This design comes from an exercise in tuning for small area on the open sky130 flow, not from production work. The RTL was checked by simulation tests, not by an equivalence proof against the original design. No activity file was given, so power comes from the tool's default toggle rates.

===== flow/design.v =====
module dancechoreography(
	input            clock,
	input            reset,        
	output     [3:0] enablecount
);
	reg  [7:0]  j;         
	reg         first;     
	reg         stepd;     
	reg  [14:0] upcounter;
	reg  [1:0]  a, bp;
	wire [1:0]  b = first ? bp : a;
	reg  [14:0] interval;
	always @(*) begin
		case (j)
			8'd0: a = 2'd1;
			8'd1: a = 2'd1;
			8'd2: a = 2'd1;
			8'd3: a = 2'd0;
			8'd4: a = 2'd0;
			8'd5: a = 2'd1;
			8'd6: a = 2'd1;
			8'd7: a = 2'd3;
			8'd8: a = 2'd0;
			8'd9: a = 2'd0;
			8'd10: a = 2'd0;
			8'd11: a = 2'd3;
			8'd12: a = 2'd1;
			8'd13: a = 2'd2;
			8'd14: a = 2'd0;
			8'd15: a = 2'd0;
			8'd16: a = 2'd1;
			8'd17: a = 2'd0;
			8'd18: a = 2'd1;
			8'd19: a = 2'd2;
			8'd20: a = 2'd1;
			8'd21: a = 2'd0;
			8'd22: a = 2'd0;
			8'd23: a = 2'd3;
			8'd24: a = 2'd0;
			8'd25: a = 2'd0;
			8'd26: a = 2'd0;
			8'd27: a = 2'd3;
			8'd28: a = 2'd2;
			8'd29: a = 2'd1;
			8'd30: a = 2'd0;
			8'd31: a = 2'd3;
			8'd32: a = 2'd2;
			8'd33: a = 2'd1;
			8'd34: a = 2'd0;
			8'd35: a = 2'd3;
			8'd36: a = 2'd3;
			8'd37: a = 2'd0;
			8'd38: a = 2'd3;
			8'd39: a = 2'd2;
			8'd40: a = 2'd1;
			8'd41: a = 2'd3;
			8'd42: a = 2'd3;
			8'd43: a = 2'd0;
			8'd44: a = 2'd3;
			8'd45: a = 2'd0;
			8'd46: a = 2'd1;
			8'd47: a = 2'd1;
			8'd48: a = 2'd2;
			8'd49: a = 2'd2;
			8'd50: a = 2'd3;
			8'd51: a = 2'd2;
			8'd52: a = 2'd2;
			8'd53: a = 2'd2;
			8'd54: a = 2'd2;
			8'd55: a = 2'd3;
			8'd56: a = 2'd1;
			8'd57: a = 2'd2;
			8'd58: a = 2'd3;
			8'd59: a = 2'd0;
			8'd60: a = 2'd0;
			8'd61: a = 2'd2;
			8'd62: a = 2'd2;
			8'd63: a = 2'd0;
			8'd64: a = 2'd3;
			8'd65: a = 2'd1;
			8'd66: a = 2'd1;
			8'd67: a = 2'd0;
			8'd68: a = 2'd1;
			8'd69: a = 2'd0;
			8'd70: a = 2'd2;
			8'd71: a = 2'd2;
			8'd72: a = 2'd1;
			8'd73: a = 2'd1;
			8'd74: a = 2'd0;
			8'd75: a = 2'd2;
			8'd76: a = 2'd3;
			8'd77: a = 2'd1;
			8'd78: a = 2'd0;
			8'd79: a = 2'd1;
			8'd80: a = 2'd2;
			8'd81: a = 2'd0;
			8'd82: a = 2'd0;
			8'd83: a = 2'd2;
			8'd84: a = 2'd3;
			8'd85: a = 2'd2;
			8'd86: a = 2'd1;
			8'd87: a = 2'd3;
			8'd88: a = 2'd3;
			8'd89: a = 2'd3;
			8'd90: a = 2'd1;
			8'd91: a = 2'd2;
			8'd92: a = 2'd1;
			8'd93: a = 2'd1;
			8'd94: a = 2'd0;
			8'd95: a = 2'd1;
			8'd96: a = 2'd1;
			8'd97: a = 2'd1;
			8'd98: a = 2'd0;
			8'd99: a = 2'd0;
			8'd100: a = 2'd1;
			8'd101: a = 2'd2;
			8'd102: a = 2'd2;
			8'd103: a = 2'd2;
			8'd104: a = 2'd2;
			8'd105: a = 2'd0;
			8'd106: a = 2'd0;
			8'd107: a = 2'd2;
			8'd108: a = 2'd3;
			8'd109: a = 2'd2;
			8'd110: a = 2'd0;
			8'd111: a = 2'd0;
			8'd112: a = 2'd1;
			8'd113: a = 2'd2;
			8'd114: a = 2'd3;
			8'd115: a = 2'd0;
			8'd116: a = 2'd0;
			8'd117: a = 2'd0;
			8'd118: a = 2'd2;
			8'd119: a = 2'd0;
			8'd120: a = 2'd3;
			8'd121: a = 2'd0;
			8'd122: a = 2'd2;
			8'd123: a = 2'd0;
			8'd124: a = 2'd1;
			8'd125: a = 2'd2;
			8'd126: a = 2'd0;
			8'd127: a = 2'd0;
			8'd128: a = 2'd1;
			8'd129: a = 2'd3;
			8'd130: a = 2'd0;
			8'd131: a = 2'd2;
			8'd132: a = 2'd1;
			8'd133: a = 2'd3;
			8'd134: a = 2'd0;
			8'd135: a = 2'd2;
			8'd136: a = 2'd1;
			8'd137: a = 2'd3;
			8'd138: a = 2'd2;
			8'd139: a = 2'd1;
			8'd140: a = 2'd3;
			8'd141: a = 2'd0;
			8'd142: a = 2'd3;
			8'd143: a = 2'd3;
			8'd144: a = 2'd2;
			8'd145: a = 2'd1;
			8'd146: a = 2'd2;
			8'd147: a = 2'd0;
			8'd148: a = 2'd2;
			8'd149: a = 2'd3;
			8'd150: a = 2'd1;
			8'd151: a = 2'd1;
			8'd152: a = 2'd3;
			8'd153: a = 2'd1;
			8'd154: a = 2'd1;
			8'd155: a = 2'd1;
			8'd156: a = 2'd1;
			8'd157: a = 2'd2;
			8'd158: a = 2'd3;
			8'd159: a = 2'd1;
			8'd160: a = 2'd2;
			8'd161: a = 2'd0;
			8'd162: a = 2'd1;
			8'd163: a = 2'd1;
			8'd164: a = 2'd0;
			8'd165: a = 2'd1;
			8'd166: a = 2'd2;
			8'd167: a = 2'd2;
			8'd168: a = 2'd2;
			8'd169: a = 2'd0;
			8'd170: a = 2'd2;
			8'd171: a = 2'd1;
			8'd172: a = 2'd1;
			8'd173: a = 2'd0;
			8'd174: a = 2'd2;
			8'd175: a = 2'd2;
			8'd176: a = 2'd1;
			8'd177: a = 2'd1;
			8'd178: a = 2'd2;
			8'd179: a = 2'd2;
			8'd180: a = 2'd0;
			8'd181: a = 2'd3;
			8'd182: a = 2'd0;
			8'd183: a = 2'd0;
			8'd184: a = 2'd1;
			8'd185: a = 2'd1;
			8'd186: a = 2'd3;
			8'd187: a = 2'd0;
			8'd188: a = 2'd3;
			8'd189: a = 2'd3;
			8'd190: a = 2'd3;
			8'd191: a = 2'd2;
			8'd192: a = 2'd3;
			8'd193: a = 2'd0;
			8'd194: a = 2'd2;
			8'd195: a = 2'd2;
			8'd196: a = 2'd0;
			8'd197: a = 2'd2;
			8'd198: a = 2'd2;
			8'd199: a = 2'd2;
			8'd200: a = 2'd0;
			8'd201: a = 2'd0;
			8'd202: a = 2'd3;
			default: a = 2'd0;
		endcase
	end
	always @(*) begin
		case (j)
			8'd0: bp = 2'd3;
			8'd1: bp = 2'd0;
			8'd2: bp = 2'd3;
			8'd3: bp = 2'd2;
			8'd4: bp = 2'd0;
			8'd5: bp = 2'd2;
			8'd6: bp = 2'd1;
			8'd7: bp = 2'd3;
			8'd8: bp = 2'd0;
			8'd9: bp = 2'd3;
			8'd10: bp = 2'd3;
			8'd11: bp = 2'd0;
			8'd12: bp = 2'd0;
			8'd13: bp = 2'd3;
			8'd14: bp = 2'd1;
			8'd15: bp = 2'd0;
			8'd16: bp = 2'd2;
			8'd17: bp = 2'd0;
			8'd18: bp = 2'd3;
			8'd19: bp = 2'd0;
			8'd20: bp = 2'd3;
			8'd21: bp = 2'd0;
			8'd22: bp = 2'd0;
			8'd23: bp = 2'd0;
			8'd24: bp = 2'd1;
			8'd25: bp = 2'd1;
			8'd26: bp = 2'd0;
			8'd27: bp = 2'd2;
			8'd28: bp = 2'd3;
			8'd29: bp = 2'd0;
			8'd30: bp = 2'd1;
			8'd31: bp = 2'd2;
			8'd32: bp = 2'd2;
			8'd33: bp = 2'd2;
			8'd34: bp = 2'd3;
			8'd35: bp = 2'd3;
			8'd36: bp = 2'd0;
			8'd37: bp = 2'd0;
			8'd38: bp = 2'd1;
			8'd39: bp = 2'd2;
			8'd40: bp = 2'd1;
			8'd41: bp = 2'd1;
			8'd42: bp = 2'd3;
			8'd43: bp = 2'd0;
			8'd44: bp = 2'd2;
			8'd45: bp = 2'd2;
			8'd46: bp = 2'd3;
			8'd47: bp = 2'd0;
			8'd48: bp = 2'd1;
			8'd49: bp = 2'd1;
			8'd50: bp = 2'd0;
			8'd51: bp = 2'd0;
			8'd52: bp = 2'd0;
			8'd53: bp = 2'd0;
			8'd54: bp = 2'd2;
			8'd55: bp = 2'd3;
			8'd56: bp = 2'd0;
			8'd57: bp = 2'd1;
			8'd58: bp = 2'd2;
			8'd59: bp = 2'd3;
			8'd60: bp = 2'd3;
			8'd61: bp = 2'd0;
			8'd62: bp = 2'd2;
			8'd63: bp = 2'd2;
			8'd64: bp = 2'd2;
			8'd65: bp = 2'd1;
			8'd66: bp = 2'd0;
			8'd67: bp = 2'd0;
			8'd68: bp = 2'd1;
			8'd69: bp = 2'd3;
			8'd70: bp = 2'd0;
			8'd71: bp = 2'd3;
			8'd72: bp = 2'd3;
			8'd73: bp = 2'd1;
			8'd74: bp = 2'd1;
			8'd75: bp = 2'd1;
			8'd76: bp = 2'd3;
			8'd77: bp = 2'd3;
			8'd78: bp = 2'd2;
			8'd79: bp = 2'd0;
			8'd80: bp = 2'd3;
			8'd81: bp = 2'd2;
			8'd82: bp = 2'd1;
			8'd83: bp = 2'd1;
			8'd84: bp = 2'd3;
			8'd85: bp = 2'd0;
			8'd86: bp = 2'd0;
			8'd87: bp = 2'd1;
			8'd88: bp = 2'd1;
			8'd89: bp = 2'd2;
			8'd90: bp = 2'd1;
			8'd91: bp = 2'd0;
			8'd92: bp = 2'd0;
			8'd93: bp = 2'd1;
			8'd94: bp = 2'd0;
			8'd95: bp = 2'd3;
			8'd96: bp = 2'd1;
			8'd97: bp = 2'd3;
			8'd98: bp = 2'd1;
			8'd99: bp = 2'd2;
			8'd202: bp = 2'd3;
			default: bp = 2'd0;
		endcase
	end
	always @(*) begin
		case (b)
			2'd0: interval = 15'd9999;
			2'd1: interval = 15'd5999;
			2'd2: interval = 15'd19999;
			default: interval = 15'd8999;
		endcase
	end
	wire pulse = (upcounter == interval);
	assign enablecount = 4'b0001 << a;
	always @(posedge clock) begin
		if (reset) begin
			j <= 8'd202;
			first <= 1'b1;
			stepd <= 1'b0;
			upcounter <= 15'd0;
		end else begin
			stepd <= pulse;
			if (pulse)
				upcounter <= 15'd0;
			else
				upcounter <= upcounter + 15'd1;
			if (stepd) begin
				j <= (j == 8'd202) ? 8'd0 : j + 8'd1;
				if (j == 8'd99)
					first <= 1'b0;
			end
		end
	end
endmodule
module FSM(
	input            clock,
	input            resetn,
	input      [3:0] enablecount,
	input      [7:0] score,
	output     [7:0] wir_x,
	output     [7:0] wir_y,
	output     [2:0] colour,
	output reg       plot,
	output     [3:0] pressEnable
);
	reg [5:0] state;
	reg [9:0] cnt;
	reg [9:0] term;
	always @(*) begin
		case (state)
			6'd0, 6'd3, 6'd6, 6'd9, 6'd13, 6'd16, 6'd19, 6'd22, 6'd26, 6'd30, 6'd33: term = 10'd5;
			6'd1, 6'd4, 6'd7, 6'd10, 6'd14, 6'd17, 6'd20, 6'd23: term = 10'd18;
			6'd27, 6'd31: term = 10'd101;
			6'd11: term = 10'd834;
			default: term = 10'd0;
		endcase
	end
	always @(posedge clock) begin
		if (~resetn) begin
			state <= 6'd0;
			cnt <= 10'd0;
		end else if (cnt == term) begin
			cnt <= 10'd0;
			state <= (state == 6'd33) ? 6'd0 : state + 6'd1;
		end else
			cnt <= cnt + 10'd1;
	end
	reg [2:0] dc;
	reg [6:0] y0, y1, y2, y3;
	reg [3:0] rundown;
	assign pressEnable = {y3 >= 7'd77, y2 >= 7'd77, y1 >= 7'd77, y0 >= 7'd77};
	always @(posedge clock) begin
		if (~resetn) begin
			plot <= 1'b0;
			dc <= 3'd0;
			y0 <= 7'd20; y1 <= 7'd20; y2 <= 7'd20; y3 <= 7'd20;
			rundown <= 4'd0;
		end else begin
			if (enablecount[0] && y0 == 7'd20) rundown[0] <= 1'b1;
			if (enablecount[1] && y1 == 7'd20) rundown[1] <= 1'b1;
			if (enablecount[2] && y2 == 7'd20) rundown[2] <= 1'b1;
			if (enablecount[3] && y3 == 7'd20) rundown[3] <= 1'b1;
			case (state)
				6'd0, 6'd13, 6'd33: begin plot <= 1'b0; dc <= 3'd4; end
				6'd3, 6'd16:        begin plot <= 1'b0; dc <= 3'd5; end
				6'd6, 6'd19:        begin plot <= 1'b0; dc <= 3'd6; end
				6'd9, 6'd22:        begin plot <= 1'b0; dc <= 3'd7; end
				6'd1, 6'd14: if (rundown[0]) plot <= 1'b1;
				6'd4, 6'd17: if (rundown[1]) plot <= 1'b1;
				6'd7, 6'd20: if (rundown[2]) plot <= 1'b1;
				6'd10, 6'd23: if (rundown[3]) plot <= 1'b1;
				6'd2, 6'd5, 6'd8, 6'd12, 6'd15, 6'd18, 6'd21, 6'd25, 6'd29: dc <= 3'd0;
				6'd24: begin
					dc <= 3'd0;
					plot <= 1'b0;
					if (rundown[0]) begin
						if (y0 < 7'd90) y0 <= y0 + 7'd1;
						else begin y0 <= 7'd20; rundown[0] <= 1'b0; end
					end
					if (rundown[1]) begin
						if (y1 < 7'd90) y1 <= y1 + 7'd1;
						else begin y1 <= 7'd20; rundown[1] <= 1'b0; end
					end
					if (rundown[2]) begin
						if (y2 < 7'd90) y2 <= y2 + 7'd1;
						else begin y2 <= 7'd20; rundown[2] <= 1'b0; end
					end
					if (rundown[3]) begin
						if (y3 < 7'd90) y3 <= y3 + 7'd1;
						else begin y3 <= 7'd20; rundown[3] <= 1'b0; end
					end
				end
				6'd26: begin plot <= 1'b0; dc <= 3'd2; end
				6'd30: begin plot <= 1'b0; dc <= 3'd3; end
				6'd27, 6'd31: plot <= 1'b1;
				6'd28, 6'd32: begin plot <= 1'b0; dc <= 3'd0; end
				default: ;
			endcase
		end
	end
	wire colmode = dc[2];
	wire glymode = ~dc[2] & dc[1];
	reg [2:0] countx, county;
	reg [1:0] counter;
	reg       go, done, black2;
	reg [3:0] digit;
	wire [3:0] scoresel = (dc == 3'd3) ? score[7:4] : score[3:0];
	wire [3:0] dsel = go ? scoresel : digit;
	reg [24:0] glyph;
	always @(*) begin
		case (dsel)
			4'd0: glyph = 25'b0111010001100011000101110;
			4'd1: glyph = 25'b0010000100001000010000100;
			4'd2: glyph = 25'b1111100001111111000011111;
			4'd3: glyph = 25'b1111100001111110000111111;
			4'd4: glyph = 25'b1000110001111110000100001;
			4'd5: glyph = 25'b1111110000111110000111111;
			4'd6: glyph = 25'b1111110000111111000111111;
			4'd7: glyph = 25'b1111100001000010000100001;
			4'd8: glyph = 25'b1111110001111111000111111;
			4'd9: glyph = 25'b1111110001111110000100001;
			4'hA: glyph = 25'b0111010001111111000110001;
			4'hB: glyph = 25'b1000010000111111000101110;
			4'hC: glyph = 25'b0111110000100001000001111;
			4'hD: glyph = 25'b0000100001111111000101110;
			4'hE: glyph = 25'b1111110000111111000011111;
			default: glyph = 25'b1111110000111111000010000;
		endcase
	end
	wire [4:0] idx = county * 3'd5 + countx;
	wire pix = ~done & glyph[5'd24 - idx];
	always @(posedge clock) begin
		if (~resetn || dc == 3'd0) begin
			countx <= 3'd0;
			county <= 3'd0;
			go <= 1'b1;
			counter <= 2'd0;
			done <= 1'b0;
			if (~resetn)
				black2 <= 1'b0;
		end else if (plot) begin
			if (colmode) begin
				if (countx == 3'd3) begin
					if (county != 3'd3) begin
						countx <= 3'd0;
						county <= county + 3'd1;
					end
				end else
					countx <= countx + 3'd1;
			end else if (glymode) begin
				go <= 1'b0;
				if (go)
					digit <= scoresel;
				if (counter != 2'd2) begin
					counter <= counter + 2'd1;
					black2 <= ~pix;
				end else begin
					counter <= 2'd0;
					if (countx == 3'd4) begin
						if (county == 3'd4)
							done <= 1'b1;
						else begin
							countx <= 3'd0;
							county <= county + 3'd1;
						end
					end else
						countx <= countx + 3'd1;
				end
			end
		end
	end
	reg [7:0] xb;
	reg [6:0] yb;
	reg       blk;
	always @(*) begin
		xb = 8'd20; yb = y0; blk = 1'b0;
		case (state)
			6'd1, 6'd2, 6'd3:           begin xb = 8'd20; yb = y0; end
			6'd4, 6'd5, 6'd6:           begin xb = 8'd40; yb = y1; end
			6'd7, 6'd8, 6'd9:           begin xb = 8'd60; yb = y2; end
			6'd10, 6'd11, 6'd12, 6'd13: begin xb = 8'd80; yb = y3; end
			6'd14, 6'd15, 6'd16:        begin xb = 8'd20; yb = y0; blk = 1'b1; end
			6'd17, 6'd18, 6'd19:        begin xb = 8'd40; yb = y1; blk = 1'b1; end
			6'd20, 6'd21, 6'd22:        begin xb = 8'd60; yb = y2; blk = 1'b1; end
			6'd23, 6'd24:               begin xb = 8'd80; yb = y3; blk = 1'b1; end
			6'd27, 6'd28:               begin xb = 8'd110; yb = 7'd30; end
			6'd31, 6'd32:               begin xb = 8'd103; yb = 7'd30; end
			default: ;
		endcase
	end
	assign wir_x = xb + {5'd0, countx};
	assign wir_y = {1'b0, yb} + {5'd0, county};
	assign colour = (colmode ? blk : black2) ? 3'b000 : 3'b111;
endmodule
module reactwin(
	input        clk,
	input        reset,
	input        enable,
	input        press,
	output       hit,
	output       digit
);
	reg        s;
	reg [15:0] c;
	assign hit = s & (c != 16'd0) & press;
	assign digit = (c >= 16'd5000) & (c <= 16'd49999);
	always @(posedge clk) begin
		if (reset) begin
			s <= 1'b0;
			c <= 16'd50000;
		end else if (s) begin
			if (c == 16'd0) begin
				c <= 16'd50000;
				s <= 1'b0;
			end else if (press) begin
				c <= 16'd0;
				s <= 1'b0;
			end else
				c <= c - 16'd1;
		end else
			s <= enable;
	end
endmodule
module reactiontime(
	input        clk,
	input        reset,
	input        resetscore,
	input  [3:0] enable,
	input  [3:0] press,
	output [3:0] digit,
	output reg [7:0] overallScore
);
	wire [3:0] hit;
	reactwin w0(clk, reset, enable[0], press[0], hit[0], digit[0]);
	reactwin w1(clk, reset, enable[1], press[1], hit[1], digit[1]);
	reactwin w2(clk, reset, enable[2], press[2], hit[2], digit[2]);
	reactwin w3(clk, reset, enable[3], press[3], hit[3], digit[3]);
	reg        enablescore;
	reg [12:0] cbi;
	wire       inc = enablescore & (cbi == 13'd5000);
	always @(posedge clk) begin
		if (reset) begin
			enablescore <= 1'b0;
			cbi <= 13'd0;
			overallScore <= 8'd0;
		end else begin
			if (enablescore)
				cbi <= inc ? 13'd0 : cbi + 13'd1;
			if (|hit)
				enablescore <= 1'b1;
			else if (inc)
				enablescore <= 1'b0;
			if (inc)
				overallScore <= overallScore + 8'd1;
			else if (resetscore)
				overallScore <= 8'd0;
		end
	end
endmodule
module hex_decoder(hex_digit, segments);
    input [3:0] hex_digit;
    output reg [6:0] segments;
    always @(*)
        case (hex_digit)
            4'h0: segments = 7'b100_0000;
            4'h1: segments = 7'b111_1001;
            4'h2: segments = 7'b010_0100;
            4'h3: segments = 7'b011_0000;
            4'h4: segments = 7'b001_1001;
            4'h5: segments = 7'b001_0010;
            4'h6: segments = 7'b000_0010;
            4'h7: segments = 7'b111_1000;
            4'h8: segments = 7'b000_0000;
            4'h9: segments = 7'b001_1000;
            4'hA: segments = 7'b000_1000;
            4'hB: segments = 7'b000_0011;
            4'hC: segments = 7'b100_0110;
            4'hD: segments = 7'b010_0001;
            4'hE: segments = 7'b000_0110;
            default: segments = 7'b000_1110;
        endcase
endmodule
module ddr_core (
	input        clk,
	input        resetn,       
	input        resetscore,   
	input  [3:0] key_n,        
	input  [3:0] pad_n,        
	output [7:0] x,
	output [7:0] y,
	output [2:0] colour,
	output       plot,
	output [6:0] hex0,
	output [6:0] hex1,
	output [6:0] hex2,
	output [6:0] hex3,
	output [6:0] hex4,
	output [6:0] hex5
);
	wire [3:0] enableCount;
	wire [3:0] pressEnable;
	wire [7:0] scoring;
	wire [3:0] digit;
	dancechoreography d0(clk, ~resetn, enableCount);
	FSM simulatechoreography(clk, resetn, enableCount, scoring, x, y, colour, plot, pressEnable);
	reactiontime test(clk, ~resetn, resetscore, pressEnable, ~key_n | ~pad_n, digit, scoring);
	hex_decoder hex0_dec(scoring[3:0], hex0);
	hex_decoder hex1_dec(scoring[7:4], hex1);
	assign hex2 = {1'b1, {3{digit[0]}}, 2'b00, digit[0]};
	assign hex3 = {1'b1, {3{digit[1]}}, 2'b00, digit[1]};
	assign hex4 = {1'b1, {3{digit[2]}}, 2'b00, digit[2]};
	assign hex5 = {1'b1, {3{digit[3]}}, 2'b00, digit[3]};
endmodule

===== flow/run.sh =====
#!/bin/bash
# synth_recipe.tcl (not shown) runs the flow's synth.tcl, then flattens the netlist and writes it again
# the make line also repeats each setting of config.mk as NAME=value (left out here)
make -C /OpenROAD-flow-scripts/flow DESIGN_CONFIG=/design/flow/config.mk WORK_HOME=/design/flow/orfs CLKGATE_MAP_FILE= SYNTH_SCRIPT=/design/flow/synth_recipe.tcl finish

===== flow/config.mk =====
export PLATFORM = sky130hd
export DESIGN_NAME = ddr_core
export DESIGN_NICKNAME = ddr_core
export VERILOG_FILES = /design/flow/design.v
export SDC_FILE = /design/flow/constraint.sdc
export NUM_CORES = 4
export LEC_CHECK = 0
export CAP_MARGIN = 20
export CORE_MARGIN = 2
export CORE_UTILIZATION = 45
export PLACE_DENSITY = 0.6
export SLEW_MARGIN = 20

===== flow/constraint.sdc =====
create_clock -name core_clock -period 10.0 [get_ports {clk}]
set_input_delay 2.0000 -clock core_clock [delete_from_list [all_inputs] [get_ports {clk}]]
set_output_delay 2.0000 -clock core_clock [all_outputs]
set_load 0.01 [all_outputs]

==> summary.md <==
| Metric | Value |
|---|---|
| Hold Path Origin | `d0.upcounter[0]` |
| CTS Buf Count | `26` |
| Commonest non-fill, non-tap cell in the layout | `nor2_1` |
| Slowest-stage cell, CP | `dfxtp_1` |
| Synth Register Bits | `206` |
| Vias in the first global route | `12200` |
| Leak | `between 5 and 6 nW` |
| Layout cells sized above 1 | `4.80%` |
| Sequential area share after synthesis | `between 20% and 30%` |
| Tot GR Track Use | `21.8%` |
| Comb power frac | `between 10% and 20%` |
| Final Max Tran Viols | `0` |
| Compound-cell area share of the yosys netlist | `a little under a quarter` |
| Final hold violations | `0` |
| Adder-cell share of the synthesized area | `7.78%` |
| Sink Count | `206` |
| Final TNS setup | `0 ns` |
| Total power draw | `0.00220 W` |
| Gpl congestion | `0.913` |
| Internal | `0.00161 W` |
| Synthesized area | `14200 um2` |
| Sequential Power Share | `39.7%` |
| Die area | `33000 um2` |
| Worst Path Arrival | `about 5.4 ns` |
| Crit Path Max Fanout | `28` |
| Drt pass-1 iters | `7` |
| Clk pwr share | `45.2%` |
| Synthesized instance count | `1852` |
| Die Ht | `182 um` |
| I/O pins | `between 70 and 80` |
| CTS HTree Levels | `1` |
| Synth cell types | `just under 90` |
| WL per Instance | `approximately 16 um` |
| Initial antenna violation count | `0` |
| Slew @ Worst Pin | `slightly below 1 ns` |
| EDFF count, synth | `5` |
| Highest-count cells in the layout ignoring fill and taps | `214 x nor2_1, 201 x dfxtp_1, 137 x nand2_1` |
| Die Wd | `182 um` |
| ANT nets after route | `0` |
| Port-buffer cells | `60` |
| Startpoint Class | `register` |
| Setup Fix Bufs, Post-CTS | `0` |
| Max-cap violations | `0` |
| Worst VDD drop | `around 0.13 mV` |
| Finished Layout Cells | `2256` |
| Design Area, Final | `15800 um2` |
| Vias per std cell | `5.98` |
| Synth area leader | `dfxtp_1` |
| Maximum buffer depth of the clock tree | `3` |
| Area share of the largest cell type after synthesis | `28.3%` |
| Inserted Diodes | `0` |
| Avg Inst Size Synth | `7.68 um2` |
| Final #Nets | `1932` |
| DRC | `0` |
| Largest net degree at the start of global routing | `52` |
| Simple-gate share of the synthesized area | `25.0%` |
| Xor/xnor share of the synthesized area | `4.50%` |
| Clk slew on worst S/H paths | `0.06 ns` |
| Hpwl dp | `26100 um` |
| Worst path max stage delay | `0.90 ns` |
| Switching Fraction | `~27%` |
| Worst-skew pair later-pin latency | `0.54 ns` |
| Ordered cell list for the critical path | `mux2_4 -> and3_4 -> or3_1 -> or4_4 -> mux2_2 -> ha_1 -> a21o_1 -> a21oi_1 -> or3_1 -> nor3_1 -> clkdlybuf4s50_1` |
| DP Area | `14800 um2` |
| Row cnt | `65` |
| GR Overflow Total | `0` |
| Area contributors post-synth | `dfxtp_1 28%, ha_1 7.2%, nor2_1 5.7%, a21oi_1 4.6%, o21ai_0 3.8%` |
| Period utilization | `74.1%` |
| Tmin final | `7.41 ns` |
| RSZ-0062 raised after global routing | `no` |
| Placed instance count | `between 2000 and 2500` |
| Slew headroom | `34.4%` |
| Mux cell area share after synthesis | `2.55%` |
| First-pass GRT wire length | `about 62000 um` |
| Area Overhead vs Synth | `10.8%` |
| Routed via count | `13500` |
| Clock skew | `0.0197 ns` |
| Worst Setup SP | `simulatechoreography.state[4]` |
| Main combinational cell family by area after synthesis | `simple AND/OR/NAND/NOR gates` |
| Outcome | `timing/DRC/antenna clean` |
| PwrDens | `140 nW/um2` |
| Core Region | `31300 um2` |
| Cell repeated most along the worst path | `or3_1` |
| Ys async rst share | `0%` |
| CTS Root Cell | `clkbuf_16` |
| DRT iter0 DRCs | `1252` |
| CP endpoint kind | `primary output` |
| Top_reg_cell synth | `dfxtp_1` |
| Initial Util | `45.4%` |
| Final setup fails | `0` |
| Final wirelength | `about 37000 um` |
| FMAX | `135 MHz` |
| NetSw | `0.000595 W` |
| Clock tree from TritonCTS | `yes` |
| Hold Crit Class | `reg -> reg` |
| Crit Path Category | `reg -> out` |
| Hold buffer count at cts | `0` |
| Worst EP required | `8.00 ns` |
| Post-cts sizing count | `0` |
| Synth Warn # | `5` |
| Worst R2R Start | `d0.j[3]` |
[final timing paths]
| kind | slack, ns | end | cells past startpoint |
|---|---|---|---|
| setup / recovery | 2.59 | y[7] | 11 |
| hold / removal | 0.45 | d0.upcounter[0] | 1 |
| setup reg to reg | 6.02 | d0.a[0] | 11 |
| hold reg to reg | 0.45 | d0.upcounter[0] | 1 |
[worst max-delay path: cells and delay by family, from the launching register on]
family	cells	cell delay, ns
AOI/OAI and AO/OA	2	0.22
adders and majority gates	1	0.28
buffers and inverters	1	0.63
DFF	1	0.90
muxes	2	0.70
and+or+nand+nor	5	2.16
[layout make-up]
cell class / count / area (um2)
timing repair buffer: 72 / 686
sequential: 206 / 4170
clock buffer: 31 / 699
tap: 402 / 503
inverter: 105 / 394
fill: 3017 / 15600
clock inverter: 16 / 219
multi-input combinational: 1424 / 9080
[registers in the layout, summed over array words and instances (netlist names), 3 cells and up]
name and count:
d0.j 8, d0.upcounter 15, hex0 7, hex1 7
simulatechoreography.cnt 10, simulatechoreography.countx 3, simulatechoreography.county 3, simulatechoreography.dc 3
simulatechoreography.digit 4, simulatechoreography.rundown 4, simulatechoreography.state 6, simulatechoreography.term 6
simulatechoreography.y0 7, simulatechoreography.y1 7, simulatechoreography.y2 7, simulatechoreography.y3 7
test.cbi 13, test.overallScore 8, test.w0.c 16, test.w1.c 16
test.w2.c 16, test.w3.c 16
[layer usage]
| metal | GRT usage (%) | vias up | share of wire [%] |
|---|---|---|---|
| met2 | 34.6 | 425 | 44 |
| li1 | - | 6712 | - |
| met1 | 30.6 | 6259 | 47 |
| met3 | 2.93 | 89 | 5.3 |
| met5 | 0 | - | 0 |
| met4 | 6.83 | 0 | 3.1 |
[synthesized netlist by cell type, drive strengths merged (31+ instances only)]
library cell  number
nor2             214
dfxtp            201
nand2            137
a21oi            132
o21ai            109
inv              104
clkbuf            84
ha                82
nand3             77
nor3              50
buf               43
nor4              40
xor2              37
nand4             36
xnor2             36
o211ai            31
[power groups by stage]
stage | Sequential, W | Clock (W) | Combinational, W
after detailed placement | 0.000890 | 0 | 0.000330
after floorplan | 0.000871 | 0 | 0.000243
after CTS | 0.000873 | 0.00102 | 0.000333
after global placement | 0.000890 | 0 | 0.000330
after global routing | 0.000877 | 0.00106 | 0.000363
final | 0.000873 | 0.000996 | 0.000332
[logic make-up (layout without fill, tap and decap cells)]
group | Yosys count | after routing
multiplexers | 33 | 33
other | 2 | 12
adder cells (fa/ha/maj) | 86 | 86
flip-flops | 206 | 206
buffers and inverters | 232 | 224
AO/OA/AOI/OAI | 510 | 510
AND/OR/NAND/NOR | 710 | 710
XOR/XNOR | 73 | 73
[per-stage QoR]
stage / hold WS, ns / util, % / setup slack (ns)
floorplan: 0.418 / - / 4.40
global placement: 0.429 / 47.4 / 3.23
detailed placement: 0.446 / 47.4 / 3.21
CTS: 0.454 / 50.3 / 2.62
global route: 0.500 / 50.3 / 2.32
finish: 0.454 / 50.3 / 2.59

## static timing again, ports no longer ideal
How much do the figures lean on ideal ports? The routed layout below was timed once more, with nothing changed but the port constraints.
Step 1 sets driving cells, clkbuf_16 on the clock port and buf_2 on the other inputs (assumed; they add their load-dependent delay and slew).
Step 2, shift: input delay + t, output delay - t, t = (earliest + latest rising clock arrival at the registers) / 2. This alone moves slack from input paths to output paths.
Three values: ideal, step 1, step 2; two values: the first two.
shift t [ns]: 0.582
slack for setup (ns): 2.594 / 2.541 / 3.123
clock arrival spread, ns: 0.021 / 0.020
cell pins on the clock port's net: 1
After both steps this run still meets setup and hold. For this run, drivers alone change the setup slack by -0.053 ns; drivers and shift together by +0.529 ns.
